Background: an optimization exercise with open tools, aiming at small area. Do not read the settings as production practice. At most, simulation tests tie the RTL to the original design; equivalence was not proved. For runs 1 to 3, only the layout was checked, not whether the RTL still works. No activity file was given, so power comes from the tool's default toggle rates.

===== flow/abc_adder.script =====
&get -n
&st
&dch
&nf -R 30
&st
&syn2
&if -g -K 6
&synch2
&nf -R 30
&st
&syn2
&if -g -K 6
&synch2
&nf -R 30
&st
&syn2
&if -g -K 6
&synch2
&nf -R 30
&st
&syn2
&if -g -K 6
&synch2
&nf -R 30
&st
&syn2
&if -g -K 6
&synch2
&nf -R 30
&put

===== config.mk =====
export PLATFORM = sky130hd
export DESIGN_NAME = atm
export DESIGN_NICKNAME = atm
export VERILOG_FILES = /design/flow/design.v
export SDC_FILE = /design/flow/constraint.sdc
export NUM_CORES = 4
export LEC_CHECK = 0
export CAP_MARGIN = 20
export CORE_MARGIN = 2
export CORE_UTILIZATION = 70
export SLEW_MARGIN = 20
export SYNTH_HIERARCHICAL = 1

===== flow/run.sh =====
#!/bin/bash
set -euo pipefail
W=$(pwd)
cat > "$W/flow_synth.tcl" <<EOT
proc abc {args} {
  set i [lsearch -exact \$args -script]
  set a1 \$args
  set a2 \$args
  lset a1 [expr {\$i + 1}] $W/flow/abc_adder.script
  lset a2 [expr {\$i + 1}] $W/flow/abc_map.script
  yosys abc {*}\$a1 add32
  yosys abc {*}\$a2 atm
}
source $W/synth_recipe.tcl
EOT
sed "s#SYNTH_SCRIPT=[^ ]*#SYNTH_SCRIPT=$W/flow_synth.tcl#" standard.sh > flow_standard.sh
grep -q "SYNTH_SCRIPT=$W/flow_synth.tcl" flow_standard.sh
export BUFFER_PORTS_ARGS="-buffer_cell sky130_fd_sc_hd__buf_1"
export CTS_ARGS="-sink_clustering_enable -repair_clock_nets -dont_use_dummy_load -buf_list sky130_fd_sc_hd__clkbuf_4 -root_buf sky130_fd_sc_hd__clkbuf_8"
bash flow_standard.sh finish > standard_flow.log 2>&1

===== flow/abc_map.script =====
&get -n
&st
&deepsyn -T 60
&dch -f
&nf -R 1000
&st
&syn3
&dch -f
&nf -R 1000
&put

===== design.v =====
module atm
	    (
	    CLK,
	    RESET,
	    TARJETA_RECIBIDA,
	    TIPO_DE_TARJETA,
	    PIN,
	    DIGITO,
	    DIGITO_STB,
	    TIPO_TRANS,
	    MONTO,
	    MONTO_STB,
	    BALANCE_ACTUALIZADO,
	    ENTREGAR_DINERO,
	    FONDOS_INSUFICIENTES,
	    PIN_INCORRECTO,
	    ADVERTENCIA,
	    BLOQUEO
	    );
input
	CLK,
	RESET,			 
	TARJETA_RECIBIDA,
	TIPO_DE_TARJETA,	 
	DIGITO_STB,		 
	TIPO_TRANS,		 
	MONTO_STB;		 
input [15:0] PIN;		 
input [3:0] DIGITO;
input [31:0] MONTO;
output reg
	BALANCE_ACTUALIZADO,
	ENTREGAR_DINERO,
	FONDOS_INSUFICIENTES;
output
	PIN_INCORRECTO,
	ADVERTENCIA,
	BLOQUEO;
localparam [2:0]
	S_IDLE	= 3'b000,
	S_PIN0	= 3'b001,
	S_PIN1	= 3'b011,
	S_PIN2	= 3'b010,
	S_ID	= 3'b100,
	S_WD	= 3'b101,
	S_DEP	= 3'b110,
	S_BLK	= 3'b111;
reg [2:0] estado;
reg [31:0] BAL_lo;		 
reg [31:0] BAL_hi;		 
reg pendiente;			 
reg [1:0] Contador_PIN;		 
reg [11:0] PIN_usuario;		 
reg error_pin;			 
wire in_idle	= (estado == S_IDLE);
wire in_pin	= ~estado[2] & (estado[1] | estado[0]);
wire in_blk	= (estado == S_BLK);
wire in_wd	= (estado == S_WD);
wire in_dep	= (estado == S_DEP);
wire cuarto	= in_pin & DIGITO_STB & (Contador_PIN == 2'd3);
wire igual	= ({PIN_usuario, DIGITO} == PIN);
wire correcto	= cuarto & igual;
wire erroneo	= cuarto & ~igual;
wire usa_monto	= in_wd | in_dep;
wire resta	= in_wd | in_idle;	 
wire [31:0] op	= ({32{usa_monto}} & MONTO) ^ {{31{resta}}, in_wd};
wire [31:0] suma;
wire acarreo;
add32 u_suma (.a(BAL_lo), .b(op), .ci(pendiente), .s(suma), .co(acarreo));
wire hi_m	= |BAL_hi[30:1];
wire hi_nz	= hi_m | BAL_hi[0] | BAL_hi[31];
wire fb_up	= BAL_hi[0] ^ BAL_hi[1] ^ BAL_hi[2] ^ BAL_hi[22] ^ ~(hi_m | BAL_hi[31]);
wire fb_dn	= BAL_hi[31] ^ BAL_hi[0] ^ BAL_hi[1] ^ BAL_hi[21] ^ ~(hi_m | BAL_hi[0]);
wire mayor	= hi_nz | acarreo;	 
wire cobra	= in_idle & TARJETA_RECIBIDA & TIPO_DE_TARJETA;
wire retira	= in_wd & MONTO_STB & mayor;
wire rechaza	= in_wd & MONTO_STB & ~mayor;
wire deposita	= in_dep & MONTO_STB;
wire limpia	= ~RESET | (in_idle & ~TARJETA_RECIBIDA);
wire guarda	= (in_wd & ~retira) | (in_dep & ~MONTO_STB) | (in_idle & ~TIPO_DE_TARJETA);
wire guarda_pre	= ((in_wd | in_dep) & ~MONTO_STB) | (in_idle & ~TIPO_DE_TARJETA);
wire espera_c	= in_wd & ~hi_nz;	 
wire [31:0] lo_c = acarreo ? suma : BAL_lo;
wire [31:0] lo_n = guarda_pre ? BAL_lo : (espera_c ? lo_c : suma);
reg paso_sube, paso_baja;
wire h_up	= ~limpia & paso_sube;
wire h_dn	= ~limpia & paso_baja;
wire h_keep	= ~limpia & ~paso_sube & ~paso_baja;
wire [31:0] hi_prox = ({32{h_up}} & {fb_up, BAL_hi[31:1]}) |
		      ({32{h_dn}} & {BAL_hi[30:0], fb_dn}) |
		      ({32{h_keep}} & BAL_hi);
assign PIN_INCORRECTO	= error_pin | in_blk;
assign ADVERTENCIA	= error_pin & (estado == S_PIN2);
assign BLOQUEO		= in_blk & ~error_pin;
reg [2:0] prox;
always @(*) begin
	prox = estado;
	case (estado)
		S_IDLE:	if (TARJETA_RECIBIDA) prox = S_PIN0;
		S_PIN0:	if (correcto) prox = S_ID; else if (erroneo) prox = S_PIN1;
		S_PIN1:	if (correcto) prox = S_ID; else if (erroneo) prox = S_PIN2;
		S_PIN2:	if (correcto) prox = S_ID; else if (erroneo) prox = S_BLK;
		S_ID:	prox = TIPO_TRANS ? S_WD : S_DEP;
		S_WD:	if (MONTO_STB) prox = S_IDLE;
		S_DEP:	if (MONTO_STB) prox = S_IDLE;
		default: prox = S_BLK;
	endcase
end
always @(posedge CLK) begin
	if (DIGITO_STB)
		PIN_usuario <= {PIN_usuario[7:0], DIGITO};
	BAL_hi <= hi_prox;
	if (limpia) begin
		BAL_lo		<= 32'd0;
		pendiente	<= 1'b0;
		paso_sube	<= 1'b0;
		paso_baja	<= 1'b0;
	end else begin
		BAL_lo <= lo_n;
		if (~guarda)
			pendiente <= retira;
		paso_sube	<= ~guarda & ~resta & acarreo;
		paso_baja	<= ~guarda & resta & ~acarreo;
	end
	if (~RESET) begin
		estado			<= S_IDLE;
		Contador_PIN		<= 2'd0;
		BALANCE_ACTUALIZADO	<= 1'b0;
		ENTREGAR_DINERO		<= 1'b0;
		FONDOS_INSUFICIENTES	<= 1'b0;
		error_pin		<= 1'b0;
	end else begin
		estado <= prox;
		if (in_pin & DIGITO_STB)
			Contador_PIN <= Contador_PIN + 2'd1;
		BALANCE_ACTUALIZADO	<= cobra | retira | deposita;
		if (in_idle & TARJETA_RECIBIDA) begin
			ENTREGAR_DINERO		<= 1'b0;
			FONDOS_INSUFICIENTES	<= 1'b0;
		end
		if (retira)
			ENTREGAR_DINERO <= 1'b1;
		if (rechaza)
			FONDOS_INSUFICIENTES <= 1'b1;
		error_pin	<= erroneo;
	end
end
endmodule
module add32(input [31:0] a, input [31:0] b, input ci, output [31:0] s, output co);
wire [31:0] p0 = a ^ b;
wire [31:0] g0 = a & b;
wire gz = g0[0] | (p0[0] & ci);
wire G1 = g0[1] | (p0[1] & gz);
wire P1 = p0[1] & p0[0];
wire G2 = g0[3] | (p0[3] & g0[2]);
wire P2 = p0[3] & p0[2];
wire G3 = g0[5] | (p0[5] & g0[4]);
wire P3 = p0[5] & p0[4];
wire G4 = g0[7] | (p0[7] & g0[6]);
wire P4 = p0[7] & p0[6];
wire G5 = g0[9] | (p0[9] & g0[8]);
wire P5 = p0[9] & p0[8];
wire G6 = g0[11] | (p0[11] & g0[10]);
wire P6 = p0[11] & p0[10];
wire G7 = g0[13] | (p0[13] & g0[12]);
wire P7 = p0[13] & p0[12];
wire G8 = g0[15] | (p0[15] & g0[14]);
wire P8 = p0[15] & p0[14];
wire G9 = g0[17] | (p0[17] & g0[16]);
wire P9 = p0[17] & p0[16];
wire G10 = g0[19] | (p0[19] & g0[18]);
wire P10 = p0[19] & p0[18];
wire G11 = g0[21] | (p0[21] & g0[20]);
wire P11 = p0[21] & p0[20];
wire G12 = g0[23] | (p0[23] & g0[22]);
wire P12 = p0[23] & p0[22];
wire G13 = g0[25] | (p0[25] & g0[24]);
wire P13 = p0[25] & p0[24];
wire G14 = g0[27] | (p0[27] & g0[26]);
wire P14 = p0[27] & p0[26];
wire G15 = g0[29] | (p0[29] & g0[28]);
wire P15 = p0[29] & p0[28];
wire G16 = g0[31] | (p0[31] & g0[30]);
wire P16 = p0[31] & p0[30];
wire G17 = g0[2] | (p0[2] & G1);
wire P17 = p0[2] & P1;
wire G18 = G2 | (P2 & G1);
wire P18 = P2 & P1;
wire G19 = g0[6] | (p0[6] & G3);
wire P19 = p0[6] & P3;
wire G20 = G4 | (P4 & G3);
wire P20 = P4 & P3;
wire G21 = g0[10] | (p0[10] & G5);
wire P21 = p0[10] & P5;
wire G22 = G6 | (P6 & G5);
wire P22 = P6 & P5;
wire G23 = g0[14] | (p0[14] & G7);
wire P23 = p0[14] & P7;
wire G24 = G8 | (P8 & G7);
wire P24 = P8 & P7;
wire G25 = g0[18] | (p0[18] & G9);
wire P25 = p0[18] & P9;
wire G26 = G10 | (P10 & G9);
wire P26 = P10 & P9;
wire G27 = g0[22] | (p0[22] & G11);
wire P27 = p0[22] & P11;
wire G28 = G12 | (P12 & G11);
wire P28 = P12 & P11;
wire G29 = g0[26] | (p0[26] & G13);
wire P29 = p0[26] & P13;
wire G30 = G14 | (P14 & G13);
wire P30 = P14 & P13;
wire G31 = g0[30] | (p0[30] & G15);
wire P31 = p0[30] & P15;
wire G32 = G16 | (P16 & G15);
wire P32 = P16 & P15;
wire G33 = g0[4] | (p0[4] & G18);
wire P33 = p0[4] & P18;
wire G34 = G3 | (P3 & G18);
wire P34 = P3 & P18;
wire G35 = G19 | (P19 & G18);
wire P35 = P19 & P18;
wire G36 = G20 | (P20 & G18);
wire P36 = P20 & P18;
wire G37 = g0[12] | (p0[12] & G22);
wire P37 = p0[12] & P22;
wire G38 = G7 | (P7 & G22);
wire P38 = P7 & P22;
wire G39 = G23 | (P23 & G22);
wire P39 = P23 & P22;
wire G40 = G24 | (P24 & G22);
wire P40 = P24 & P22;
wire G41 = g0[20] | (p0[20] & G26);
wire P41 = p0[20] & P26;
wire G42 = G11 | (P11 & G26);
wire P42 = P11 & P26;
wire G43 = G27 | (P27 & G26);
wire P43 = P27 & P26;
wire G44 = G28 | (P28 & G26);
wire P44 = P28 & P26;
wire G45 = g0[28] | (p0[28] & G30);
wire P45 = p0[28] & P30;
wire G46 = G15 | (P15 & G30);
wire P46 = P15 & P30;
wire G47 = G31 | (P31 & G30);
wire P47 = P31 & P30;
wire G48 = G32 | (P32 & G30);
wire P48 = P32 & P30;
wire G49 = g0[8] | (p0[8] & G36);
wire P49 = p0[8] & P36;
wire G50 = G5 | (P5 & G36);
wire P50 = P5 & P36;
wire G51 = G21 | (P21 & G36);
wire P51 = P21 & P36;
wire G52 = G22 | (P22 & G36);
wire P52 = P22 & P36;
wire G53 = G37 | (P37 & G36);
wire P53 = P37 & P36;
wire G54 = G38 | (P38 & G36);
wire P54 = P38 & P36;
wire G55 = G39 | (P39 & G36);
wire P55 = P39 & P36;
wire G56 = G40 | (P40 & G36);
wire P56 = P40 & P36;
wire G57 = g0[24] | (p0[24] & G44);
wire P57 = p0[24] & P44;
wire G58 = G13 | (P13 & G44);
wire P58 = P13 & P44;
wire G59 = G29 | (P29 & G44);
wire P59 = P29 & P44;
wire G60 = G30 | (P30 & G44);
wire P60 = P30 & P44;
wire G61 = G45 | (P45 & G44);
wire P61 = P45 & P44;
wire G62 = G46 | (P46 & G44);
wire P62 = P46 & P44;
wire G63 = G47 | (P47 & G44);
wire P63 = P47 & P44;
wire G64 = G48 | (P48 & G44);
wire P64 = P48 & P44;
wire G65 = g0[16] | (p0[16] & G56);
wire P65 = p0[16] & P56;
wire G66 = G9 | (P9 & G56);
wire P66 = P9 & P56;
wire G67 = G25 | (P25 & G56);
wire P67 = P25 & P56;
wire G68 = G26 | (P26 & G56);
wire P68 = P26 & P56;
wire G69 = G41 | (P41 & G56);
wire P69 = P41 & P56;
wire G70 = G42 | (P42 & G56);
wire P70 = P42 & P56;
wire G71 = G43 | (P43 & G56);
wire P71 = P43 & P56;
wire G72 = G44 | (P44 & G56);
wire P72 = P44 & P56;
wire G73 = G57 | (P57 & G56);
wire P73 = P57 & P56;
wire G74 = G58 | (P58 & G56);
wire P74 = P58 & P56;
wire G75 = G59 | (P59 & G56);
wire P75 = P59 & P56;
wire G76 = G60 | (P60 & G56);
wire P76 = P60 & P56;
wire G77 = G61 | (P61 & G56);
wire P77 = P61 & P56;
wire G78 = G62 | (P62 & G56);
wire P78 = P62 & P56;
wire G79 = G63 | (P63 & G56);
wire P79 = P63 & P56;
wire G80 = G64 | (P64 & G56);
wire P80 = P64 & P56;
wire [32:0] c;
assign c[0] = ci;
assign c[1] = gz;
assign c[2] = G1;
assign c[3] = G17;
assign c[4] = G18;
assign c[5] = G33;
assign c[6] = G34;
assign c[7] = G35;
assign c[8] = G36;
assign c[9] = G49;
assign c[10] = G50;
assign c[11] = G51;
assign c[12] = G52;
assign c[13] = G53;
assign c[14] = G54;
assign c[15] = G55;
assign c[16] = G56;
assign c[17] = G65;
assign c[18] = G66;
assign c[19] = G67;
assign c[20] = G68;
assign c[21] = G69;
assign c[22] = G70;
assign c[23] = G71;
assign c[24] = G72;
assign c[25] = G73;
assign c[26] = G74;
assign c[27] = G75;
assign c[28] = G76;
assign c[29] = G77;
assign c[30] = G78;
assign c[31] = G79;
assign c[32] = G80;
assign s = p0 ^ c[31:0];
assign co = c[32];
endmodule

===== standard.sh =====
#!/bin/bash
# synth_recipe.tcl (not shown) runs the flow's synth.tcl, then flattens the netlist and writes it again
# the make line also repeats each setting of config.mk as NAME=value (left out here)
make -C /OpenROAD-flow-scripts/flow DESIGN_CONFIG=/design/flow/config.mk WORK_HOME=/design/flow/orfs CLKGATE_MAP_FILE= SYNTH_SCRIPT=/design/flow/synth_recipe.tcl "${@:-finish}"

===== constraint.sdc =====
create_clock -name core_clock -period 6.0 [get_ports {CLK}]
set_input_delay 1.2000 -clock core_clock [delete_from_list [all_inputs] [get_ports {CLK}]]
set_output_delay 1.2000 -clock core_clock [all_outputs]
set_load 0.01 [all_outputs]

==> results of run 1 <==
cell families (layout without fill, tap and decap cells):
| family | after synthesis | after routing |
|---|---|---|
| AOI/OAI and AO/OA | 188 | 188 |
| and+or+nand+nor | 117 | 117 |
| DFF | 88 | 88 |
| buffers and inverters | 54 | 137 |
| adders and majority gates | 37 | 37 |
| xor gates and xnor gates | 33 | 33 |
| muxes | 1 | 1 |
state kept, by name, summed over array words and instances (netlist names):
| name | cells |
|---|---|
| BAL_hi | 32 |
| BAL_lo | 32 |
| PIN_usuario | 12 |
| estado | 3 |
| Contador_PIN | 2 |
| BALANCE_ACTUALIZADO | 1 |
| ENTREGAR_DINERO | 1 |
| FONDOS_INSUFICIENTES | 1 |
| error_pin | 1 |
| paso_baja | 1 |
| paso_sube | 1 |
| pendiente | 1 |
cell usage in the layout (no fill, tap or decap), types with 2 or more instances in the layout:
master and instances:
dfxtp_1 76, o21ai_0 73, buf_1 64, clkinv_1 54, nor2_1 35, a22o_1 33, a222oi_1 32, ha_1 31
xnor2_1 23, nand2_1 19, a21oi_1 16, nor3_1 13, edfxtp_1 12, xor2_1 10, o21a_1 9, clkbuf_8 9
buf_4 9, nor4_1 8, nand3_1 8, and2_0 6, nand4_1 6, a21o_1 6, fa_1 6, nor2b_1 5
o22ai_1 5, nand2b_1 4, nor3b_1 3, and3_1 3, a22oi_1 3, a211oi_1 3, o211ai_1 2
worst max-delay path, stage by stage, from the launching register on:
cell and delay, ps:
dfxtp_1 410, or3_1 480, o21ai_1 110, buf_4 310, o21ai_0 130, o21ai_0 190, ha_1 320, a211oi_1 280
nor3_1 100, o21ai_0 220, a21oi_1 170, a21oi_1 250, o21ai_0 220, a211oi_2 290, nor2b_1 110, nand3_1 90
nand2_1 80, a21o_1 220, nor4b_1 400, buf_4 210, nor4_4 40, buf_4 290, a22o_1 280
modules after synthesis (local to each module, per instance):
| module | cell area, um2 | times used | cells |
|---|---|---|---|
| atm | 3592 | 1 | 361 |
| add32 | 1184 | 1 | 157 |
stage by stage:
| step | hold WS, ps | instances | instance area (um2) | utilization (%) |
|---|---|---|---|---|
| after floorplan | 434.9 | 518 | 4785 | - |
| after global placement | 439.2 | 672 | 5226 | 78.22 |
| after detailed placement | 461.3 | 672 | 5226 | 78.22 |
| after CTS | 482.0 | 681 | 5350 | 80.07 |
| after global routing | 484.3 | 681 | 5355 | 80.15 |
| final | 476.0 | 681 | 5355 | 80.15 |
power by group through the flow:
stage	combinational, mW	sequential, mW	clock (mW)
after detailed placement	0.439	0.692	0
after CTS	0.444	0.680	0.319
after global placement	0.423	0.691	0
after global routing	0.507	0.686	0.344
after floorplan	0.353	0.684	0
final	0.448	0.680	0.314
layer usage:
metal	global-route usage, %	up-vias
met5	0	-
met4	9.375	0
met3	4.286	24
met2	47.69	121
met1	34.63	2010
li1	-	2130
layout make-up:
cell class              instances  area (um2)
multi-input cells             376        2719
flip-flops and latches         88        1882
fillers                       493        1326
repair buffers                 74       327.8
inverters                      54       202.7
clock buffers                   9       123.9
well taps                      80       100.1
final timing paths:
check,end,slack (ps),depth (start not counted)
worst min register to register,PIN_usuario[11]$_DFFE_PP_,480,0
worst max register to register,BAL_lo[13]$_SDFFE_PP0P_,670,22
worst min-delay path,PIN_usuario[11]$_DFFE_PP_,480,0
worst max-delay path,BAL_lo[13]$_SDFFE_PP0P_,670,22
timing repair:
item | in CTS | in global routing
setup endpoints to repair | 0 | 24
resized for setup | 0 | 1
hold buffers | 0 | 0
==> reports/metrics.cfg, run 1 <==
[run_status]
status = complete, no violations

[yosys]
synth_compound_area_share_pct = 27.40
synthMuxAreaShare_pct = 0.2096
yosys.area_share.xor_xnor_pct = 6.052
synth_warnings = 7
synth_top_family_by_area = compound AO/OA/AOI/OAI gates
syn_nets = 614
yosys-top-cells-count = dfxtp_1, o21ai_0, clkinv_1
synth-edff-count = 12
synth_top_cells_by_area = dfxtp_1, ha_1, o21ai_0
postSynthAreaPerCell_um2 = 9.220
yosys.area_share.simple_pct = 12.05
synthFlopType = dfxtp_1
synth_adder_area_share_pct = 10.64
netlist_area_um2 = 4776
synth.most_common_cell = dfxtp_1
async_reset_ff_share_pct = 0
synth_cell_type_count = 37
ys_seq_area_share_pct = 39.40
synth.ff_latch_count = 88
yosysTopAreaCell = dfxtp_1
synthCells = 518
yosys.area.top_type_share_pct = 31.86

[hold_path]
hold_class = reg2reg
hold_start = PIN_usuario[7]$_DFFE_PP_

[placed_design]
place.gp.congestion = 0.7865
portBuffers = 64
place_ws_ps = 306.2
dp_hpwl_um = 7111

[power]
p_sw_uw = 446.5
p_comb_share_pct = 31.1
p_int_uw = 995.5
p_sw_share_pct = 30.96
power.total_mw = 1.442
p_seq_share_pct = 47.2
peakVddDrop_uv = 187.2
power-per-cell-area_nw_per_um2 = 269.3
clockPowerShare_pct = 21.8
leakage_nw = 2.038

[detailed_routing]
viasPerCell = 6.292
wl_met3_um = 446
routedWlPerCell_um = 14.81
met2WireLength_um = 4840
dr.max_layer_used = met4
vias = 4285
route.antenna.remaining_nets = 0
drt-total-wl_um = 10080
drc = 0
wl_met1_um = 4553
drtIter0Drc = 312
drt_first_pass_iters = 9

[clock_network]
clockBufferDepth = 2
path_clk_slew_ps = 70
post_cts_buffers = 0
clkSinkCount = 88
cts_tree = yes
clk_latency_ps = 360
cts_max_level = 3
numCtsBuffers = 9
root_buffer = clkbuf_8

[final_layout]
n_antenna_cell = 0
num-nets-final = 699
syn_to_final_growth_pct = 12.13
drive_gt1_share_pct = 3.827

[sta]
rsz0062_at_grt = no
setup_tns_ps = 0
max_freq_mhz = 187.5
finalCritPeriodShare_pct = 88.87
post-route-min-period_ps = 5332
fin_ws_ps = 667.5
slew_headroom_pct = 34.80
finalHoldViolations = 0
setup_violations = 0
final_max_slew_viol_count = 0
tightestPinTransition_ps = 974.4
skew_ps = 37.00

[floorplan]
io_pins = 65
dieArea_um2 = 7500
die_w_um = 86.60
rows = 30
initial_core_util_pct = 71.48
die_h_um = 86.60
core_area_um2 = 6681

[worst_setup_path]
critPathMaxFanout = 35
worstPathRequired_ps = 6210
critPathLaunch = estado[0]$_SDFFE_PN0P_
start_kind = register
rr_startpoint = estado[0]$_SDFFE_PN0P_
crit_type = reg2reg
crit_arrival_ps = 5540
critPathCaptureType = register

[global_routing]
grt_max_degree = 36
grt_pass1_wl_um = 16840
gr-total-overflow = 0
antenna_found_initial = 0
track_usage_pct = 27.41
grt_pass1_vias = 3940

[run]
maxCapViolCount = 0

==> run 2, diff against run 1 <==
--- a/design.v
+++ b/design.v
@@ -32,6 +32,5 @@
 	BALANCE_ACTUALIZADO,
 	ENTREGAR_DINERO,
-	FONDOS_INSUFICIENTES;
-output
+	FONDOS_INSUFICIENTES,
 	PIN_INCORRECTO,
 	ADVERTENCIA,
@@ -52,5 +51,4 @@
 reg [1:0] Contador_PIN;		 
 reg [11:0] PIN_usuario;		 
-reg error_pin;			 
 wire in_idle	= (estado == S_IDLE);
 wire in_pin	= ~estado[2] & (estado[1] | estado[0]);
@@ -90,7 +88,4 @@
 		      ({32{h_dn}} & {BAL_hi[30:0], fb_dn}) |
 		      ({32{h_keep}} & BAL_hi);
-assign PIN_INCORRECTO	= error_pin | in_blk;
-assign ADVERTENCIA	= error_pin & (estado == S_PIN2);
-assign BLOQUEO		= in_blk & ~error_pin;
 reg [2:0] prox;
 always @(*) begin
@@ -129,5 +124,7 @@
 		ENTREGAR_DINERO		<= 1'b0;
 		FONDOS_INSUFICIENTES	<= 1'b0;
-		error_pin		<= 1'b0;
+		PIN_INCORRECTO		<= 1'b0;
+		ADVERTENCIA		<= 1'b0;
+		BLOQUEO			<= 1'b0;
 	end else begin
 		estado <= prox;
@@ -143,5 +140,7 @@
 		if (rechaza)
 			FONDOS_INSUFICIENTES <= 1'b1;
-		error_pin	<= erroneo;
+		PIN_INCORRECTO	<= erroneo | in_blk;
+		ADVERTENCIA	<= erroneo & (estado == S_PIN1);
+		BLOQUEO		<= in_blk;
 	end
 end
--- a/config.mk
+++ b/config.mk
@@ -8,5 +8,5 @@
 export CAP_MARGIN = 20
 export CORE_MARGIN = 2
-export CORE_UTILIZATION = 70
+export CORE_UTILIZATION = 55
 export SLEW_MARGIN = 20
 export SYNTH_HIERARCHICAL = 1
==> reports/metrics.cfg, run 2 <==
[floorplan]
io_pins = 65  ; unchanged
initial_core_util_pct = 56.13  ; -15 points
die_w_um = 97.88  ; +13%
rows = 34  ; +13%
dieArea_um2 = 9580  ; +28%
core_area_um2 = 8636  ; +29%
die_h_um = 97.88  ; +13%

[global_routing]
grt_pass1_wl_um = 18010  ; +7.0%
gr-total-overflow = 0  ; unchanged
track_usage_pct = 22.35  ; -5.1 points
grt_max_degree = 36  ; unchanged
antenna_found_initial = 0  ; unchanged
grt_pass1_vias = 4044  ; +2.6%

[clock_network]
clockBufferDepth = 2  ; unchanged
clk_latency_ps = 350  ; about the same
path_clk_slew_ps = 90  ; +20 ps
cts_max_level = 3  ; unchanged
root_buffer = clkbuf_8
clkSinkCount = 90  ; +2.3%
cts_hold_buf = 0  ; unchanged
numCtsBuffers = 9  ; unchanged
cts_tree = yes

[detailed_routing]
drt_first_pass_iters = 8  ; -1
route.antenna.remaining_nets = 0  ; unchanged
drt-total-wl_um = 10240  ; +1.6%
routedWlPerCell_um = 14.57  ; -1.6%
drc = 0  ; unchanged
viasPerCell = 5.945  ; -5.5%
vias = 4179  ; -2.5%
drtIter0Drc = 281  ; -9.9%

[worst_setup_path]
critPathMaxFanout = 35  ; unchanged
crit_arrival_ps = 5560  ; +20 ps
crit_type = reg2reg
worstPathRequired_ps = 6210  ; about the same
critPathCaptureType = register
start_kind = register

[run_status]
status = complete, no violations

[final_layout]
syn_to_final_growth_pct = 12.18  ; about the same
final_util_pct = 62.97  ; -17 points
n_antenna_cell = 0  ; unchanged
nFillCells = 790  ; +60%
drive_gt1_share_pct = 3.866  ; +0.039 points
fin_cells = 703  ; +3.2%
num-nets-final = 693  ; -0.86%
seqCellArea_um2 = 1922  ; +2.1%
multiInputGateArea_um2 = 2758  ; +1.4%
final_cell_mix = dfxtp_1, o21ai_0, buf_1
final_common_cell = dfxtp_1
reg_top3 = BAL_hi x32, BAL_lo x32, PIN_usuario x12

[yosys]
yosys-top-cells-count = dfxtp_1, o21ai_0, clkinv_1
synth.most_common_cell = dfxtp_1
synth.ff_latch_count = 90  ; +2.3%
synth-edff-count = 12  ; unchanged
yosys.area.top_type_share_pct = 32.21  ; +0.36 points
synthFlopType = dfxtp_1
syn_nets = 609  ; -0.81%
netlist_area_um2 = 4847  ; +1.5%
yosys.area_share.xor_xnor_pct = 6.505  ; +0.45 points
yosys.area_share.simple_pct = 11.07  ; -0.98 points
ys_seq_area_share_pct = 39.65  ; +0.25 points
synth_top_cells_by_area = dfxtp_1, ha_1, o21ai_0
async_reset_ff_share_pct = 0  ; unchanged
synth_warnings = 7  ; unchanged
synthMuxAreaShare_pct = 0.2065  ; -0.0031 points
yosysTopAreaCell = dfxtp_1
synth_compound_area_share_pct = 28.14  ; +0.73 points
synth_cell_type_count = 46  ; +24%
synth_adder_area_share_pct = 10.48  ; -0.16 points
postSynthAreaPerCell_um2 = 9.449  ; +2.5%
synth_top_family_by_area = compound AO/OA/AOI/OAI gates
synthCells = 513  ; -0.97%

[power]
leakage_nw = 2.107  ; +3.4%
power-per-cell-area_nw_per_um2 = 269.4  ; about the same
peakVddDrop_uv = 123.6  ; -34%
power.total_mw = 1.465  ; +1.6%

[run]
maxCapViolCount = 0  ; unchanged

[placed_design]
place.gp.congestion = 0.8425  ; +7.1%
portBuffers = 64  ; unchanged
place_ws_ps = 332.3  ; +26.11 ps
dp_hpwl_um = 7457  ; +4.9%
dp_cells = 694  ; +3.3%

[sta]
rsz0062_at_grt = no
max_freq_mhz = 186.9  ; -0.36%
post-route-min-period_ps = 5351  ; +18.99 ps
finalHoldViolations = 0  ; unchanged
setup_violations = 0  ; unchanged
setup_tns_ps = 0  ; unchanged
finalCritPeriodShare_pct = 89.19  ; +0.32 points
skew_ps = 34.71  ; -2.286 ps
slew_headroom_pct = 53.14  ; +18 points
fin_ws_ps = 648.5  ; -18.99 ps
final_max_slew_viol_count = 0  ; unchanged
tightestPinTransition_ps = 702.9  ; -271.5 ps

[hold_path]
hold_class = reg2reg

-- run 2: final cells by class --
type,instances,area share (%)
Multi-Input combinational cell,372,50.71
Sequential cell,90,35.34
Timing Repair Buffer,73,5.660
Inverter,51,3.520
Tap cell,108,2.485
Clock buffer,9,2.278
-- run 2: repair_timing --
| item | 4_1_cts | 5_1_grt |
|---|---|---|
| hold endpoints to repair | 0 | 0 |
| gates resized for setup | 0 | 3 |
| setup buffers | 0 | 0 |
| setup endpoints to repair | 0 | 35 |
-- run 2: final timing paths --
path / cells after the start / endpoint / slack (ps) / from
worst max-delay path: 19 / BAL_lo[19]$_SDFFE_PP0P_ / 650 / estado[2]$_SDFFE_PN0P_
worst min-delay path: 0 / PIN_usuario[9]$_DFFE_PP_ / 450 / PIN_usuario[5]$_DFFE_PP_
worst min register to register: 0 / PIN_usuario[9]$_DFFE_PP_ / 450 / PIN_usuario[5]$_DFFE_PP_
worst max register to register: 19 / BAL_lo[19]$_SDFFE_PP0P_ / 650 / estado[2]$_SDFFE_PN0P_
-- run 2: layer usage --
layer  GRT usage [%]  routed length (um)  up-vias
met5               0                   0        -
met4           8.120                 203        0
met3           3.006                 398       17
met2           39.62                5112       81
met1           27.78                4528     1965
li1                -                   -     2116
-- run 2: cells by family (layout without fill, tap and decap cells) --
logic type / Yosys count / after routing
simple gates: 106 / 106
buf+inv: 51 / 133
mux: 1 / 1
fa+ha+maj: 37 / 37
compound gates: 192 / 192
flops: 90 / 90
xor+xnor: 36 / 36
-- run 2: critical path, stage by stage (launching register included) --
cell and delay (ps):
dfxtp_1 440, or2_0 360, a21oi_4 410, o21ai_0 160
o21ai_0 160, ha_1 310, a211oi_1 300, nor3_1 120
o31ai_1 400, a21oi_1 180, o2111a_1 290, o41a_1 350
a21o_1 210, a21oi_1 220, o21bai_1 130, nor4b_1 390
a21oi_1 110, and2_1 180, buf_4 250, a22o_1 220
-- run 2: modules after synthesis (local to each module, per instance) --
module | flip-flops and latches | times used
add32 | 0 | 1
atm | 90 | 1
-- run 2: per-stage QoR --
step / hold WS [ps] / instance area (um2)
after floorplan: 428.3 / 4850
after global placement: 440.1 / 5301
after detailed placement: 452.1 / 5301
after CTS: 466.8 / 5425
after global routing: 482.0 / 5438
final: 454.4 / 5438
-- run 2: report_power, final --
group          internal [mW]  switching (mW)
Clock                  0.135           0.187
Sequential             0.661          0.0323
Combinational          0.215           0.235
Total                   1.01           0.454
==> run 3, diff against run 2 <==
==> flow/abc_adder.script (replaced) <==
&get -n
&st
&dch
&nf -R 100
&st
&syn2
&if -g -K 6
&synch2
&nf -R 100
&st
&syn2
&if -g -K 6
&synch2
&nf -R 100
&st
&syn2
&if -g -K 6
&synch2
&nf -R 100
&st
&syn2
&if -g -K 6
&synch2
&nf -R 100
&st
&syn2
&if -g -K 6
&synch2
&nf -R 100
&put
==> reports/metrics.cfg, run 3 <==
[global_routing]
grt_pass1_wl_um = 17180  ; -4.6%
met2_usage_pct = 36.55  ; -3.1 points
grtUsageMet1_pct = 27.91  ; +0.13 points
antenna_found_initial = 0  ; unchanged
use_met3_pct = 3.381  ; +0.37 points
track_usage_pct = 21.48  ; -0.86 points
gr-total-overflow = 0  ; unchanged
busiest_layer = met2
grt_max_degree = 36  ; unchanged
grt_pass1_vias = 3828  ; -5.3%

[placed_design]
placed_cell_area_um2 = 5289  ; -0.24%
portBuffers = 64  ; unchanged
dp_hpwl_um = 7192  ; -3.6%
dp_cells = 694  ; unchanged
place.gp.congestion = 0.8591  ; +2.0%

[final_layout]
final_util_pct = 63.31  ; +0.34 points
drive_gt1_share_pct = 4.538  ; +0.67 points
final_common_cell = dfxtp_1
n_antenna_cell = 0  ; unchanged
fin_cells = 703  ; unchanged
nFillCells = 774  ; -2.0%
multiInputGateArea_um2 = 2736  ; -0.77%
seqCellArea_um2 = 1922  ; unchanged
final_cell_mix = dfxtp_1, o21ai_0, buf_1
syn_to_final_growth_pct = 12.99
reg_top3 = BAL_hi x32, BAL_lo x32, PIN_usuario x12
finalInstanceArea_um2 = 5440  ; about the same
num-nets-final = 693  ; unchanged

[worst_setup_path]
rr_worst_depth = 25  ; +6
critPathMaxFanout = 35  ; unchanged
worstPathRequired_ps = 6220  ; about the same
crit_type = in2reg
crit_arrival_ps = 5770  ; +210 ps
rrSetupSlack_ps = 520  ; -130 ps
critPathCaptureType = register
start_kind = primary input
r2r_end = BAL_lo[28]$_SDFFE_PP0P_
rr_startpoint = estado[2]$_SDFFE_PN0P_

[floorplan]
io_pins = 65  ; unchanged
dieArea_um2 = 9518  ; -0.64%
rows = 34  ; unchanged
die_h_um = 97.56  ; -0.32%
core_area_um2 = 8593  ; -0.49%
initial_core_util_pct = 56.03  ; -0.10 points
die_w_um = 97.56  ; -0.32%

[hold_path]
hold_start = PIN_usuario[5]$_DFFE_PP_
min_path_cells = 0  ; unchanged
holdPathEnd = PIN_usuario[9]$_DFFE_PP_
hold_class = reg2reg

[run]
maxCapViolCount = 0  ; unchanged

[sta]
post-route-min-period_ps = 5544  ; +192.3 ps
rsz0062_at_grt = no
slew_headroom_pct = 51.35  ; -1.8 points
finalHoldViolations = 0  ; unchanged
finalCritPeriodShare_pct = 92.40  ; +3.2 points
setup_violations = 0  ; unchanged
skew_ps = 28.26  ; -6.452 ps
whs_ps = 467.2  ; +12.81 ps
max_freq_mhz = 180.4  ; -3.5%
tightestPinTransition_ps = 729.7  ; +26.82 ps
final_max_slew_viol_count = 0  ; unchanged

[yosys]
synth.ff_latch_count = 90  ; unchanged
async_reset_ff_share_pct = 0  ; unchanged
yosys.area.top_type_share_pct = 32.43  ; +0.22 points
synth_cell_type_count = 41  ; -11%
synth-edff-count = 12  ; unchanged
synthFlopType = dfxtp_1
synth_warnings = 7  ; unchanged
synth.most_common_cell = dfxtp_1
synth_top_cells_by_area = dfxtp_1, ha_1, o21ai_0
yosys-top-cells-count = dfxtp_1, o21ai_0, clkinv_1
yosysTopAreaCell = dfxtp_1
netlist_area_um2 = 4815  ; -0.67%
syn_nets = 608  ; -0.16%
ys_seq_area_share_pct = 39.92  ; +0.27 points
synthCells = 512  ; -0.19%
postSynthAreaPerCell_um2 = 9.404  ; -0.48%

[detailed_routing]
drt_first_pass_iters = 6  ; -2
drtIter0Drc = 222  ; -21%
vias = 4128  ; -1.2%
drt-total-wl_um = 10100  ; -1.4%
drc = 0  ; unchanged
routedWlPerCell_um = 14.36  ; -1.4%
route.antenna.remaining_nets = 0  ; unchanged
viasPerCell = 5.872  ; -1.2%

[power]
power-per-cell-area_nw_per_um2 = 268.1  ; -0.48%
peakVddDrop_uv = 139.2  ; +13%
leakage_nw = 2.079  ; -1.4%

[run_status]
status = complete, no violations

[clock_network]
numCtsBuffers = 9  ; unchanged
clk_latency_ps = 360  ; about the same
cts_max_level = 3  ; unchanged
path_clk_slew_ps = 90  ; about the same
clkSinkCount = 90  ; unchanged
root_buffer = clkbuf_8
clockBufferDepth = 2  ; unchanged
cts_tree = yes
cts_hold_buf = 0  ; unchanged

-- run 3: layer usage --
metal,wire length (um),up-vias
met5,0,-
met4,129,0
met3,392,10
met2,4820,85
met1,4753,1925
li1,-,2108
-- run 3: through the flow --
| stage | setup WS (ps) | TNS, ps | power, mW |
|---|---|---|---|
| 6_report | 456.2 | 0 | 1.459 |
| 2_1_floorplan | 78.10 | 0 | 1.048 |
| 4_1_cts | 88.88 | 0 | 1.462 |
| 3_5_place_dp | -94.63 | -2872 | 1.145 |
| 3_3_place_gp | 99.29 | 0 | 1.132 |
| 5_1_grt | 22.61 | 0 | 1.559 |
-- run 3: area by class of cell --
class / instances / area share [%]
inverter: 51 / 3.519
timing repair buffer: 74 / 6.095
multi-input combinational: 371 / 50.30
tap: 108 / 2.484
sequential: 90 / 35.33
clock buffer: 9 / 2.277
-- run 3: repair_timing --
action | 4_1_cts | 5_1_grt
endpoints found under the setup margin | 0 | 37
buffers inserted | 0 | 0
gates resized for setup | 0 | 7
-- run 3: worst max-delay path by stage --
stage                      startpoint                 endpoint  slack, ps  depth (start not counted)
6_report                     MONTO[0]  BAL_lo[28]$_SDFFE_PP0P_        460                         25
3_3_place_gp                 MONTO[0]   BAL_lo[4]$_SDFFE_PP0P_        100                         25
3_5_place_dp                 MONTO[0]  BAL_lo[28]$_SDFFE_PP0P_        -90                         25
2_1_floorplan  estado[2]$_SDFFE_PN0P_     paso_sube$_SDFF_PP0_         80                         23
4_1_cts        estado[0]$_SDFFE_PN0P_  BAL_lo[28]$_SDFFE_PP0P_         90                         23
5_1_grt                      MONTO[0]  BAL_lo[28]$_SDFFE_PP0P_         20                         25
-- run 3: cell families (layout without fill, tap and decap cells) --
| logic type | after synthesis | after routing | share of synthesized area, % |
|---|---|---|---|
| AOI/OAI and AO/OA | 187 | 187 | 27.34 |
| xor gates and xnor gates | 34 | 34 | 6.185 |
| adders and majority gates | 37 | 37 | 10.55 |
| buffers and inverters | 51 | 134 | 3.976 |
| DFF | 90 | 90 | 39.92 |
| muxes | 1 | 1 | 0.2079 |
| and+or+nand+nor | 112 | 112 | 11.82 |
-- run 3: critical path, cell delays in order --
cell and delay [ps]:
buf_1 80, o211a_1 220, clkinv_1 60, fa_1 160, clkinv_1 70, fa_1 420, a211oi_1 230, o21ai_0 160
a41oi_1 290, o21ai_0 160, and2_0 220, o2bb2ai_1 170, a21oi_1 220, nor2b_1 110, and3_1 220, nor4_2 190
nor4b_2 110, o21a_1 200, o21ai_1 150, nand2b_1 120, nor4b_2 330, a21oi_1 110, and2_1 210, buf_12 170
a22o_1 190
-- run 3: per-module statistics from Yosys, one instance, submodules excluded --
module	cell area [um2]	flip-flops and latches	times used	cells
add32	1184	0	1	154
atm	3631	90	1	358
-- run 3: report_power, final --
part | leakage, nW | internal (mW) | switching, mW
clock network | 0.0647 | 0.135 | 0.183
registers | 0.752 | 0.660 | 0.0316
logic | 1.26 | 0.215 | 0.234
total | 2.08 | 1.01 | 0.448
==> run 4, diff against run 3 <==
--- a/design.v
+++ b/design.v
@@ -77,8 +77,4 @@
 wire limpia	= ~RESET | (in_idle & ~TARJETA_RECIBIDA);
 wire guarda	= (in_wd & ~retira) | (in_dep & ~MONTO_STB) | (in_idle & ~TIPO_DE_TARJETA);
-wire guarda_pre	= ((in_wd | in_dep) & ~MONTO_STB) | (in_idle & ~TIPO_DE_TARJETA);
-wire espera_c	= in_wd & ~hi_nz;	 
-wire [31:0] lo_c = acarreo ? suma : BAL_lo;
-wire [31:0] lo_n = guarda_pre ? BAL_lo : (espera_c ? lo_c : suma);
 reg paso_sube, paso_baja;
 wire h_up	= ~limpia & paso_sube;
@@ -112,7 +108,8 @@
 		paso_baja	<= 1'b0;
 	end else begin
-		BAL_lo <= lo_n;
-		if (~guarda)
-			pendiente <= retira;
+		if (~guarda) begin
+			BAL_lo		<= suma;
+			pendiente	<= retira;
+		end
 		paso_sube	<= ~guarda & ~resta & acarreo;
 		paso_baja	<= ~guarda & resta & ~acarreo;
--- a/flow/run.sh
+++ b/flow/run.sh
@@ -17,4 +17,4 @@
 grep -q "SYNTH_SCRIPT=$W/flow_synth.tcl" flow_standard.sh
 export BUFFER_PORTS_ARGS="-buffer_cell sky130_fd_sc_hd__buf_1"
-export CTS_ARGS="-sink_clustering_enable -repair_clock_nets -dont_use_dummy_load -buf_list sky130_fd_sc_hd__clkbuf_4 -root_buf sky130_fd_sc_hd__clkbuf_8"
+export CTS_ARGS="-sink_clustering_enable -dont_use_dummy_load -buf_list sky130_fd_sc_hd__clkbuf_4 -root_buf sky130_fd_sc_hd__clkbuf_8"
 bash flow_standard.sh finish > standard_flow.log 2>&1
==> flow/abc_adder.script (replaced) <==
&get -n
&st
&dch
&nf
&st
&syn2
&if -g -K 6
&synch2
&nf
&st
&syn2
&if -g -K 6
&synch2
&nf
&st
&syn2
&if -g -K 6
&synch2
&nf
&st
&syn2
&if -g -K 6
&synch2
&nf
&st
&syn2
&if -g -K 6
&synch2
&nf
&put
==> reports/metrics.cfg, run 4 <==
[worst_setup_path]
crit_arrival_ps = 5520  ; -250 ps
critPathMaxStageDelay_ps = 480  ; +60 ps
crit_type = in2reg
critPathCaptureType = register
crit_slowest_cell = a211oi_1
worstPathRequired_ps = 6270  ; +50 ps
critPathMaxFanout = 24  ; -31%
cp_cell_sequence = buf_1 > a221oi_1 > clkinv_1 > fa_1 > clkinv_1 > fa_1 > nand2_1 > a211oi_1 > o2111ai_1 > a211oi_1 > nor3_1 > o31ai_1 > a21o_1 > nor3b_1 > nand2b_1 > a21oi_1 > and2_1 > buf_4 > a22o_1
start_kind = primary input

[yosys]
synthMuxAreaShare_pct = 0.2046  ; -0.0033 points
postSynthAreaPerCell_um2 = 9.356  ; -0.50%
yosysTopAreaCell = dfxtp_1
synth-edff-count = 12  ; unchanged
synthFlopType = dfxtp_1
yosys.area_share.xor_xnor_pct = 6.443  ; +0.26 points
yosys.area_share.simple_pct = 10.10  ; -1.7 points
synth_warnings = 7  ; unchanged
synth.ff_latch_count = 90  ; unchanged
syn_nets = 619  ; +1.8%
synth_top_cells_by_area = dfxtp_1, ha_1, o21ai_0
synth_top_family_by_area = compound AO/OA/AOI/OAI gates
synth.most_common_cell = dfxtp_1
yosys.area.top_type_share_pct = 31.91  ; -0.52 points
synth_adder_area_share_pct = 10.38  ; -0.17 points
ys_seq_area_share_pct = 39.27  ; -0.64 points
async_reset_ff_share_pct = 0  ; unchanged
yosys-top-cells-count = dfxtp_1, o21ai_0, clkinv_1
synth_cell_type_count = 44  ; +7.3%
synthCells = 523  ; +2.1%
synth_compound_area_share_pct = 29.23  ; +1.9 points
netlist_area_um2 = 4893  ; +1.6%

[run]
maxCapViolCount = 0  ; unchanged

[placed_design]
dp_hpwl_um = 7318  ; +1.8%
portBuffers = 64  ; unchanged
place.gp.congestion = 0.8851  ; +3.0%

[power]
leakage_nw = 2.061  ; -0.87%
peakVddDrop_uv = 210.1  ; +51%
power-per-cell-area_nw_per_um2 = 438.9  ; +64%

[floorplan]
core_area_um2 = 8678  ; +0.99%
dieArea_um2 = 9668  ; +1.6%
initial_core_util_pct = 56.39  ; +0.36 points
io_pins = 65  ; unchanged
rows = 34  ; unchanged
die_h_um = 98.33  ; +0.78%
die_w_um = 98.33  ; +0.78%

[final_layout]
final_common_cell = dfxtp_1
multiInputGateArea_um2 = 2765  ; +1.1%
nFillCells = 790  ; +2.1%
reg_top3 = BAL_hi x32, BAL_lo x32, PIN_usuario x12
num-nets-final = 703  ; +1.4%
final_cell_mix = dfxtp_1, o21ai_0, buf_1
syn_to_final_growth_pct = 11.74
n_antenna_cell = 0  ; unchanged
seqCellArea_um2 = 1922  ; unchanged
drive_gt1_share_pct = 3.306  ; -1.2 points

[sta]
max_freq_mhz = 190.3  ; +5.5%
rsz0062_at_grt = no
finalCritPeriodShare_pct = 87.56  ; -4.8 points
finalHoldViolations = 0  ; unchanged
skew_ps = 38.79  ; +10.53 ps
whs_ps = 451.7  ; -15.53 ps
tightestPinTransition_ps = 696.0  ; -33.71 ps
post-route-min-period_ps = 5254  ; -290.2 ps
setup_violations = 0  ; unchanged
setup_tns_ps = 0  ; unchanged
slew_headroom_pct = 53.11  ; +1.8 points
final_max_slew_viol_count = 0  ; unchanged

[global_routing]
grt_pass1_wl_um = 17620  ; +2.5%
grt_pass1_vias = 3990  ; +4.2%
grt_max_degree = 34  ; -5.6%
track_usage_pct = 21.75  ; +0.26 points
gr-total-overflow = 0  ; unchanged
antenna_found_initial = 0  ; unchanged

[detailed_routing]
vias = 4249  ; +2.9%
drt-total-wl_um = 10260  ; +1.6%
viasPerCell = 5.959  ; +1.5%
route.antenna.remaining_nets = 0  ; unchanged
drt_first_pass_iters = 7  ; +1
routedWlPerCell_um = 14.39  ; +0.19%
drtIter0Drc = 305  ; +37%
drc = 0  ; unchanged

[clock_network]
numCtsBuffers = 9  ; unchanged
cts_max_level = 3  ; unchanged
cts_hold_buf = 0  ; unchanged
post_cts_buffers = 0  ; unchanged
clkSinkCount = 90  ; unchanged
cts_tree = yes
root_buffer = clkbuf_8
clk_latency_ps = 360  ; about the same
clockBufferDepth = 2  ; unchanged
path_clk_slew_ps = 80  ; about the same
cts_resized = 0  ; unchanged

[run_status]
status = complete, no violations

[hold_path]
hold_class = reg2reg

-- run 4: changes by cell type in the layout (fill, tap and decap cells not counted), sizes merged, moves of 3 or more --
cell	change
and2	-3
clkinv	+6
nand2	+6
nor2	-9
nor2b	-8
nor3	+4
o211ai	+3
xor2	+4
-- run 4: cell type report --
type / count / area share [%]
Clock buffer: 9 / 2.265
Timing Repair Buffer: 73 / 5.629
Multi-Input combinational cell: 376 / 50.57
Sequential cell: 90 / 35.15
Inverter: 57 / 3.913
Tap cell: 108 / 2.471
-- run 4: metrics by stage --
step	cells	setup WS [ps]	utilization [%]	power (mW)	instance area, um2
floorplan	523	248.3	-	1.818	4893
global placement	704	550.4	61.58	2.057	5344
detailed placement	704	428.0	61.58	2.095	5344
CTS	713	751.5	63.00	2.415	5468
global route	713	308.1	63.00	2.640	5468
finish	713	746.4	63.00	2.400	5468
-- run 4: worst paths after layout --
kind | from | to | slack [ps] | cells past startpoint
setup / recovery | MONTO[0] | BAL_lo[13]$_SDFFE_PP0N_ | 750 | 19
hold reg to reg | pendiente$_SDFFE_PP0N_ | pendiente$_SDFFE_PP0N_ | 450 | 2
setup reg to reg | estado[1]$_SDFFE_PN0P_ | BAL_lo[13]$_SDFFE_PP0N_ | 900 | 19
hold / removal | pendiente$_SDFFE_PP0N_ | pendiente$_SDFFE_PP0N_ | 450 | 2
-- run 4: critical path, delay by kind of cell --
family | cells | cell delay [ps]
AOI/OAI and AO/OA | 8 | 2520
adders and majority gates | 2 | 590
buffers and inverters | 4 | 580
and+or+nand+nor | 5 | 630
-- run 4: power by group --
| group | internal (mW) | total [mW] | switching (mW) |
|---|---|---|---|
| clock network | 0.135 | 0.316 | 0.181 |
| registers | 0.702 | 0.770 | 0.0688 |
| logic | 0.593 | 1.31 | 0.720 |
-- run 4: layer usage --
layer | vias to the layer above | share of wire, % | global-route usage, %
li1 | 2170 | - | -
met1 | 1982 | 47 | 27.99
met2 | 85 | 48 | 37.73
met3 | 12 | 3.3 | 3.221
met4 | 0 | 1.7 | 6.744
met5 | - | 0 | 0
-- run 4: kinds of logic after synthesis --
group	after synthesis
AO/OA/AOI/OAI	201
XOR/XNOR	36
adder cells (fa/ha/maj)	37
buffers and inverters	57
flip-flops	90
multiplexers	1
AND/OR/NAND/NOR	101
-- run 4: per-module statistics from Yosys, one instance, submodules excluded --
module / cells / times used / flops+latches
add32: 166 / 1 / 0
atm: 357 / 1 / 90
==> run 5, diff against run 4 <==
--- a/flow/run.sh
+++ b/flow/run.sh
@@ -17,4 +17,4 @@
 grep -q "SYNTH_SCRIPT=$W/flow_synth.tcl" flow_standard.sh
 export BUFFER_PORTS_ARGS="-buffer_cell sky130_fd_sc_hd__buf_1"
-export CTS_ARGS="-sink_clustering_enable -dont_use_dummy_load -buf_list sky130_fd_sc_hd__clkbuf_4 -root_buf sky130_fd_sc_hd__clkbuf_8"
+export CTS_ARGS="-sink_clustering_enable -repair_clock_nets -dont_use_dummy_load -buf_list sky130_fd_sc_hd__clkbuf_4 -root_buf sky130_fd_sc_hd__clkbuf_8 -sink_clustering_size 10 -sink_clustering_max_diameter 60"
 bash flow_standard.sh finish > standard_flow.log 2>&1
==> reports/metrics.cfg, run 5 <==
[sta]
slew_headroom_pct = 53.11  ; unchanged
fin_ws_ps = 746.4  ; unchanged
post-route-min-period_ps = 5254  ; unchanged
rsz0062_at_grt = no
skew_ps = 38.79  ; unchanged
max_freq_mhz = 190.3  ; unchanged
final_max_slew_viol_count = 0  ; unchanged
setup_violations = 0  ; unchanged
finalHoldViolations = 0  ; unchanged
finalCritPeriodShare_pct = 87.56  ; unchanged
setup_tns_ps = 0  ; unchanged
tightestPinTransition_ps = 696.0  ; unchanged

[clock_network]
clockBufferDepth = 2  ; unchanged
clk_latency_ps = 360  ; about the same
root_buffer = clkbuf_8
path_clk_slew_ps = 80  ; about the same
numCtsBuffers = 9  ; unchanged
cts_resized = 0  ; unchanged
clkSinkCount = 90  ; unchanged
cts_hold_buf = 0  ; unchanged
cts_max_level = 3  ; unchanged
cts_tree = yes
post_cts_buffers = 0  ; unchanged

[yosys]
syn_nets = 619  ; unchanged
synth.ff_latch_count = 90  ; unchanged
yosys.area.top_type_share_pct = 31.91  ; unchanged
yosys-top-cells-count = dfxtp_1, o21ai_0, clkinv_1
async_reset_ff_share_pct = 0  ; unchanged
synthFlopType = dfxtp_1
synth_cell_type_count = 44  ; unchanged
synthCells = 523  ; unchanged
ys_seq_area_share_pct = 39.27  ; unchanged
synth_top_cells_by_area = dfxtp_1, ha_1, o21ai_0
synth-edff-count = 12  ; unchanged
postSynthAreaPerCell_um2 = 9.356  ; unchanged
synth_warnings = 7  ; unchanged
synth.most_common_cell = dfxtp_1
yosysTopAreaCell = dfxtp_1
netlist_area_um2 = 4893  ; unchanged

[final_layout]
final_util_pct = 63.00  ; unchanged
syn_to_final_growth_pct = 11.74  ; unchanged
nFillCells = 790  ; unchanged
finalInstanceArea_um2 = 5468  ; unchanged
drive_gt1_share_pct = 3.306  ; unchanged
reg_top3 = BAL_hi x32, BAL_lo x32, PIN_usuario x12
final_common_cell = dfxtp_1
n_antenna_cell = 0  ; unchanged
num-nets-final = 703  ; unchanged
final_cell_mix = dfxtp_1, o21ai_0, buf_1

[worst_setup_path]
crit_type = in2reg
critPathMaxFanout = 24  ; unchanged
start_kind = primary input
worstPathRequired_ps = 6270  ; about the same
crit_arrival_ps = 5520  ; about the same
critPathCaptureType = register

[placed_design]
placed_cell_area_um2 = 5344  ; unchanged
dp_hpwl_um = 7318  ; unchanged
place_ws_ps = 428.0  ; unchanged
place.gp.congestion = 0.8851  ; unchanged
portBuffers = 64  ; unchanged

[detailed_routing]
drt_first_pass_iters = 7  ; unchanged
routedWlPerCell_um = 14.39  ; unchanged
drc = 0  ; unchanged
drtIter0Drc = 305  ; unchanged
viasPerCell = 5.959  ; unchanged
drt-total-wl_um = 10260  ; unchanged
vias = 4249  ; unchanged
route.antenna.remaining_nets = 0  ; unchanged

[global_routing]
gr-total-overflow = 0  ; unchanged
grt_max_degree = 34  ; unchanged
track_usage_pct = 21.75  ; unchanged
antenna_found_initial = 0  ; unchanged
grt_pass1_vias = 3990  ; unchanged
grt_pass1_wl_um = 17620  ; unchanged

[run]
maxCapViolCount = 0  ; unchanged

[floorplan]
rows = 34  ; unchanged
io_pins = 65  ; unchanged
core_area_um2 = 8678  ; unchanged
die_h_um = 98.33  ; unchanged
initial_core_util_pct = 56.39  ; unchanged
dieArea_um2 = 9668  ; unchanged
die_w_um = 98.33  ; unchanged

[run_status]
status = complete, no violations

[power]
leakage_nw = 2.061  ; unchanged
power.total_mw = 2.400  ; unchanged
peakVddDrop_uv = 210.1  ; unchanged
power-per-cell-area_nw_per_um2 = 438.9  ; unchanged

[hold_path]
hold_class = reg2reg

[run 5: cell families after synthesis]
group                      after synthesis  synth area share, %
AOI/OAI and AO/OA                      201                29.23
and+or+nand+nor                        101                10.10
DFF                                     90                39.27
buffers and inverters                   57                4.372
adders and majority gates               37                10.38
xor gates and xnor gates                36                6.443
muxes                                    1               0.2046
[run 5: metrics by stage]
stage	hold WS [ps]	cells
floorplan	426.5	523
global placement	436.3	704
detailed placement	447.8	704
CTS	458.7	713
global route	473.8	713
finish	451.7	713
[run 5: power breakdown]
| group | total [mW] | switching [mW] | internal, mW |
|---|---|---|---|
| registers | 0.770 | 0.0688 | 0.702 |
| clock network | 0.316 | 0.181 | 0.135 |
| logic | 1.31 | 0.720 | 0.593 |
[run 5: layout make-up]
cell class / count / area [um2] / share of cell area [%]
sequential: 90 / 1922 / 35.15
inverter: 57 / 214.0 / 3.913
multi-input combinational: 376 / 2765 / 50.57
tap: 108 / 135.1 / 2.471
clock buffer: 9 / 123.9 / 2.265
timing repair buffer: 73 / 307.8 / 5.629
[run 5: final timing paths]
check | start | endpoint | slack, ps | depth (start not counted)
min | pendiente$_SDFFE_PP0N_ | pendiente$_SDFFE_PP0N_ | 450 | 2
max | MONTO[0] | BAL_lo[13]$_SDFFE_PP0N_ | 750 | 19
max reg2reg | estado[1]$_SDFFE_PN0P_ | BAL_lo[13]$_SDFFE_PP0N_ | 900 | 19
min reg2reg | pendiente$_SDFFE_PP0N_ | pendiente$_SDFFE_PP0N_ | 450 | 2
[run 5: per-layer routing]
layer | global-route usage, % | vias up | part of all wire [%] | wire length, um
met3 | 3.221 | 12 | 3.3 | 336
met5 | 0 | - | 0 | 0
met4 | 6.744 | 0 | 1.7 | 171
li1 | - | 2170 | - | -
met2 | 37.73 | 85 | 48 | 4966
met1 | 27.99 | 1982 | 47 | 4783
[run 5: per-module statistics from Yosys (local to each module, per instance)]
module  times used  flops+latches  cells  area [um2]
add32            1              0    166        1275
atm              1             90    357        3618
[run 5: critical path: stages]
cell and delay, ps:
buf_1 90, a221oi_1 320, clkinv_1 150, fa_1 410, clkinv_1 60, fa_1 180
nand2_1 80, a211oi_1 390, o2111ai_1 310, a211oi_1 480, nor3_1 140, o31ai_1 370
a21o_1 210, nor3b_1 70, nand2b_1 150, a21oi_1 250, and2_1 190, buf_4 280
a22o_1 190
==> run 6, diff against run 5 <==
--- a/design.v
+++ b/design.v
@@ -32,5 +32,6 @@
 	BALANCE_ACTUALIZADO,
 	ENTREGAR_DINERO,
-	FONDOS_INSUFICIENTES,
+	FONDOS_INSUFICIENTES;
+output
 	PIN_INCORRECTO,
 	ADVERTENCIA,
@@ -51,4 +52,5 @@
 reg [1:0] Contador_PIN;		 
 reg [11:0] PIN_usuario;		 
+reg error_pin;			 
 wire in_idle	= (estado == S_IDLE);
 wire in_pin	= ~estado[2] & (estado[1] | estado[0]);
@@ -84,4 +86,7 @@
 		      ({32{h_dn}} & {BAL_hi[30:0], fb_dn}) |
 		      ({32{h_keep}} & BAL_hi);
+assign PIN_INCORRECTO	= error_pin | in_blk;
+assign ADVERTENCIA	= error_pin & (estado == S_PIN2);
+assign BLOQUEO		= in_blk & ~error_pin;
 reg [2:0] prox;
 always @(*) begin
@@ -121,7 +126,5 @@
 		ENTREGAR_DINERO		<= 1'b0;
 		FONDOS_INSUFICIENTES	<= 1'b0;
-		PIN_INCORRECTO		<= 1'b0;
-		ADVERTENCIA		<= 1'b0;
-		BLOQUEO			<= 1'b0;
+		error_pin		<= 1'b0;
 	end else begin
 		estado <= prox;
@@ -137,7 +140,5 @@
 		if (rechaza)
 			FONDOS_INSUFICIENTES <= 1'b1;
-		PIN_INCORRECTO	<= erroneo | in_blk;
-		ADVERTENCIA	<= erroneo & (estado == S_PIN1);
-		BLOQUEO		<= in_blk;
+		error_pin	<= erroneo;
 	end
 end
--- a/flow/run.sh
+++ b/flow/run.sh
@@ -17,4 +17,4 @@
 grep -q "SYNTH_SCRIPT=$W/flow_synth.tcl" flow_standard.sh
 export BUFFER_PORTS_ARGS="-buffer_cell sky130_fd_sc_hd__buf_1"
-export CTS_ARGS="-sink_clustering_enable -repair_clock_nets -dont_use_dummy_load -buf_list sky130_fd_sc_hd__clkbuf_4 -root_buf sky130_fd_sc_hd__clkbuf_8 -sink_clustering_size 10 -sink_clustering_max_diameter 60"
+export CTS_ARGS="-sink_clustering_enable -repair_clock_nets -dont_use_dummy_load -buf_list sky130_fd_sc_hd__clkbuf_4 -root_buf sky130_fd_sc_hd__clkbuf_8 -sink_clustering_size 40"
 bash flow_standard.sh finish > standard_flow.log 2>&1
==> flow/abc_adder.script (replaced) <==
&get -n
&st
&dch
&nf -R 30
&st
&syn2
&if -g -K 6
&synch2
&nf -R 30
&st
&syn2
&if -g -K 6
&synch2
&nf -R 30
&st
&syn2
&if -g -K 6
&synch2
&nf -R 30
&st
&syn2
&if -g -K 6
&synch2
&nf -R 30
&st
&syn2
&if -g -K 6
&synch2
&nf -R 30
&put
==> reports/metrics.cfg, run 6 <==
[sta]
setup_tns_ps = 0  ; unchanged
post-route-min-period_ps = 5438  ; +184.5 ps
max_freq_mhz = 183.9  ; -3.4%
finalHoldViolations = 0  ; unchanged
tightestPinTransition_ps = 771.3  ; +75.37 ps
skew_ps = 30.01  ; -8.775 ps
slew_headroom_pct = 48.41  ; -4.7 points
rsz0062_at_grt = no
final_max_slew_viol_count = 0  ; unchanged
setup_violations = 0  ; unchanged
finalCritPeriodShare_pct = 90.63  ; +3.1 points

[worst_setup_path]
start_kind = primary input
worstPathRequired_ps = 6270  ; about the same
critPathMaxStageDelay_ps = 640  ; +160 ps
critPathCaptureType = register
cpMostUsedCell = o21ai_0
crit_slowest_cell = nor3_4
critPathMaxFanout = 19  ; -21%
crit_arrival_ps = 5710  ; +190 ps
crit_type = in2reg
cp_cell_sequence = buf_1 > o21ai_0 > o211a_1 > clkinv_1 > fa_1 > clkinv_1 > fa_1 > a211oi_1 > nor3_1 > o21ai_0 > a21oi_1 > a21oi_1 > o21ai_0 > a211oi_2 > nor2b_1 > nand3_1 > nand2_1 > a21o_1 > nor4b_1 > buf_4 > nor3_4 > buf_4 > a22o_1

[clock_network]
post_cts_buffers = 0  ; unchanged
numCtsBuffers = 9  ; unchanged
root_buffer = clkbuf_8
clk_latency_ps = 350  ; about the same
clockBufferDepth = 2  ; unchanged
path_clk_slew_ps = 70  ; about the same
cts_hold_buf = 0  ; unchanged
cts_tree = yes
cts_max_level = 3  ; unchanged
clkSinkCount = 88  ; -2.2%

[final_layout]
fin_cells = 716  ; +0.42%
syn_to_final_growth_pct = 13.45
final_cell_mix = dfxtp_1, o21ai_0, buf_1
reg_top3 = BAL_hi x32, BAL_lo x32, PIN_usuario x12
drive_gt1_share_pct = 5.099  ; +1.8 points
nFillCells = 769  ; -2.7%
num-nets-final = 706  ; +0.43%
final_common_cell = dfxtp_1
n_antenna_cell = 0  ; unchanged

[yosys]
synth_warnings = 7  ; unchanged
synth.ff_latch_count = 88  ; -2.2%
synthFlopType = dfxtp_1
syn_nets = 616  ; -0.48%
yosys-top-cells-count = dfxtp_1, o21ai_0, clkinv_1
yosys.area.top_type_share_pct = 31.82  ; -0.086 points
synth.most_common_cell = dfxtp_1
netlist_area_um2 = 4781  ; -2.3%
async_reset_ff_share_pct = 0  ; unchanged
synthCells = 520  ; -0.57%
synth_top_cells_by_area = dfxtp_1, ha_1, o21ai_0
yosysTopAreaCell = dfxtp_1
synth-edff-count = 12  ; unchanged
synth_cell_type_count = 39  ; -11%
ys_seq_area_share_pct = 39.36  ; +0.088 points
postSynthAreaPerCell_um2 = 9.194  ; -1.7%

[run_status]
status = complete, no violations

[global_routing]
gr-total-overflow = 0  ; unchanged
grt_max_degree = 33  ; -2.9%
track_usage_pct = 22.89  ; +1.1 points
met2_usage_pct = 37.93  ; +0.20 points
antenna_found_initial = 0  ; unchanged
use_met3_pct = 3.453  ; +0.23 points
busiest_layer = met2
grt_pass1_vias = 4010  ; +0.50%
grtUsageMet1_pct = 30.98  ; +3.0 points
grt_pass1_wl_um = 18200  ; +3.3%

[detailed_routing]
viasPerCell = 5.867  ; -1.5%
drt-total-wl_um = 10180  ; -0.81%
route.antenna.remaining_nets = 0  ; unchanged
drtIter0Drc = 229  ; -25%
routedWlPerCell_um = 14.21  ; -1.2%
drc = 0  ; unchanged
drt_first_pass_iters = 8  ; +1
vias = 4201  ; -1.1%

[floorplan]
initial_core_util_pct = 55.63  ; -0.75 points
die_h_um = 97.24  ; -1.1%
rows = 34  ; unchanged
core_area_um2 = 8593  ; -0.98%
die_w_um = 97.24  ; -1.1%
dieArea_um2 = 9455  ; -2.2%
io_pins = 65  ; unchanged

[placed_design]
portBuffers = 64  ; unchanged
dp_cells = 707  ; +0.43%
place.gp.congestion = 0.8129  ; -8.2%
dp_hpwl_um = 7638  ; +4.4%

[power]
power-per-cell-area_nw_per_um2 = 452.0  ; +3.0%
leakage_nw = 2.118  ; +2.8%
peakVddDrop_uv = 229.3  ; +9.1%

[hold_path]
hold_class = reg2reg

[run]
maxCapViolCount = 0  ; unchanged

run 6: per-stage QoR:
stage	instance area [um2]	util [%]	setup WS, ps	power, mW	hold WS, ps
2_1_floorplan	4791	-	103.6	1.851	447.3
6_report	5424	63.12	562.0	2.452	480.2
5_1_grt	5424	63.12	74.76	2.708	496.1
4_1_cts	5414	63.00	270.0	2.466	481.4
3_5_place_dp	5290	61.56	207.6	2.155	465.2
3_3_place_gp	5290	61.56	413.1	2.120	452.3
run 6: critical path: cells and delay by family:
| family | cells | cell delay [ps] |
|---|---|---|
| buf+inv | 5 | 740 |
| compound gates | 10 | 1800 |
| fa+ha+maj | 2 | 600 |
| simple gates | 6 | 1380 |
run 6: path summary, 6_finish.rpt:
kind | start | end | slack, ps | cells past startpoint
worst max-delay path | MONTO[0] | BAL_lo[25]$_SDFFE_PP0N_ | 560 | 23
worst min-delay path | PIN_usuario[2]$_DFFE_PP_ | PIN_usuario[6]$_DFFE_PP_ | 480 | 0
worst max register to register | estado[0]$_SDFFE_PN0P_ | BAL_lo[25]$_SDFFE_PP0N_ | 730 | 23
worst min register to register | PIN_usuario[2]$_DFFE_PP_ | PIN_usuario[6]$_DFFE_PP_ | 480 | 0
run 6: power breakdown:
part / switching [mW] / internal (mW) / total, mW
Combinational: 0.748 / 0.617 / 1.37
Clock: 0.174 / 0.134 / 0.308
Sequential: 0.0733 / 0.705 / 0.778
run 6: modules after synthesis (local to each module, per instance):
module | area (um2) | flip-flops and latches
atm | 3597 | 88
add32 | 1184 | 0
run 6: cell families (layout without fill, tap and decap cells):
kind of cell,after synthesis,in the layout,synth area share [%]
DFF,88,88,39.36
AOI/OAI and AO/OA,191,191,27.98
buffers and inverters,53,141,4.161
adders and majority gates,37,37,10.63
and+or+nand+nor,114,114,11.10
xor gates and xnor gates,37,37,6.778
run 6: timing repair:
item,CTS,global route
gates resized for setup,0,3
setup endpoints to repair,0,30
hold endpoints to repair,0,0
run 6: cell type report:
class,instances,area (um2),share of cell area [%]
clock buffer,9,123.9,2.284
inverter,53,198.9,3.668
multi-input combinational,379,2730,50.33
sequential,88,1883,34.72
tap,108,135.1,2.491
timing repair buffer,79,352.8,6.505
run 6: routing by layer:
metal | wire (um) | up-vias
li1 | - | 2147
met1 | 4625 | 1953
met2 | 4990 | 86
met3 | 385 | 15
met4 | 174 | 0
met5 | 0 | -

## re-timing with driven ports
No port has a modelled driver above. Below, the same layouts with a new extraction and two added sets of constraints. Step 1 sets driving cells, clkbuf_16 on the clock port and buf_2 on the other inputs (assumed; they add their load-dependent delay and slew). Step 2 moves the port delays by t, midway between the first and last clock arrival at a register: inputs arrive t later, outputs are due t later. That takes back most of the time a late clock gives input paths. Three values: no drivers, after step 1, after step 2; two values: the first two.
| run | t, ns | setup WS [ns] | worst hold slack (ns) | slew at the worst register clock pin (ns) | worst data-port slew with drivers (ns) |
|---|---|---|---|---|---|
| run 1 | 0.369 | 0.668 / 0.668 / 0.405 | 0.476 / 0.476 / 0.476 | 0.10 / 0.10 | 0.05 |
| run 2 | 0.365 | 0.649 / 0.649 / 0.304 | 0.454 / 0.454 / 0.454 | 0.09 / 0.09 | 0.04 |
| run 3 | 0.377 | 0.456 / 0.469 / 0.092 | 0.467 / 0.467 / 0.467 | 0.09 / 0.09 | 0.04 |
| run 4 | 0.374 | 0.746 / 0.757 / 0.383 | 0.452 / 0.452 / 0.452 | 0.10 / 0.10 | 0.03 |
| run 5 | 0.374 | 0.746 / 0.757 / 0.383 | 0.452 / 0.452 / 0.452 | 0.10 / 0.10 | 0.03 |
| run 6 | 0.374 | 0.562 / 0.578 / 0.204 | 0.480 / 0.480 / 0.480 | 0.09 / 0.09 | 0.03 |
After both steps setup and hold are still met in every run listed. For run 3, which loses most, drivers alone change the setup slack by +0.013 ns; drivers and shift together by -0.364 ns.
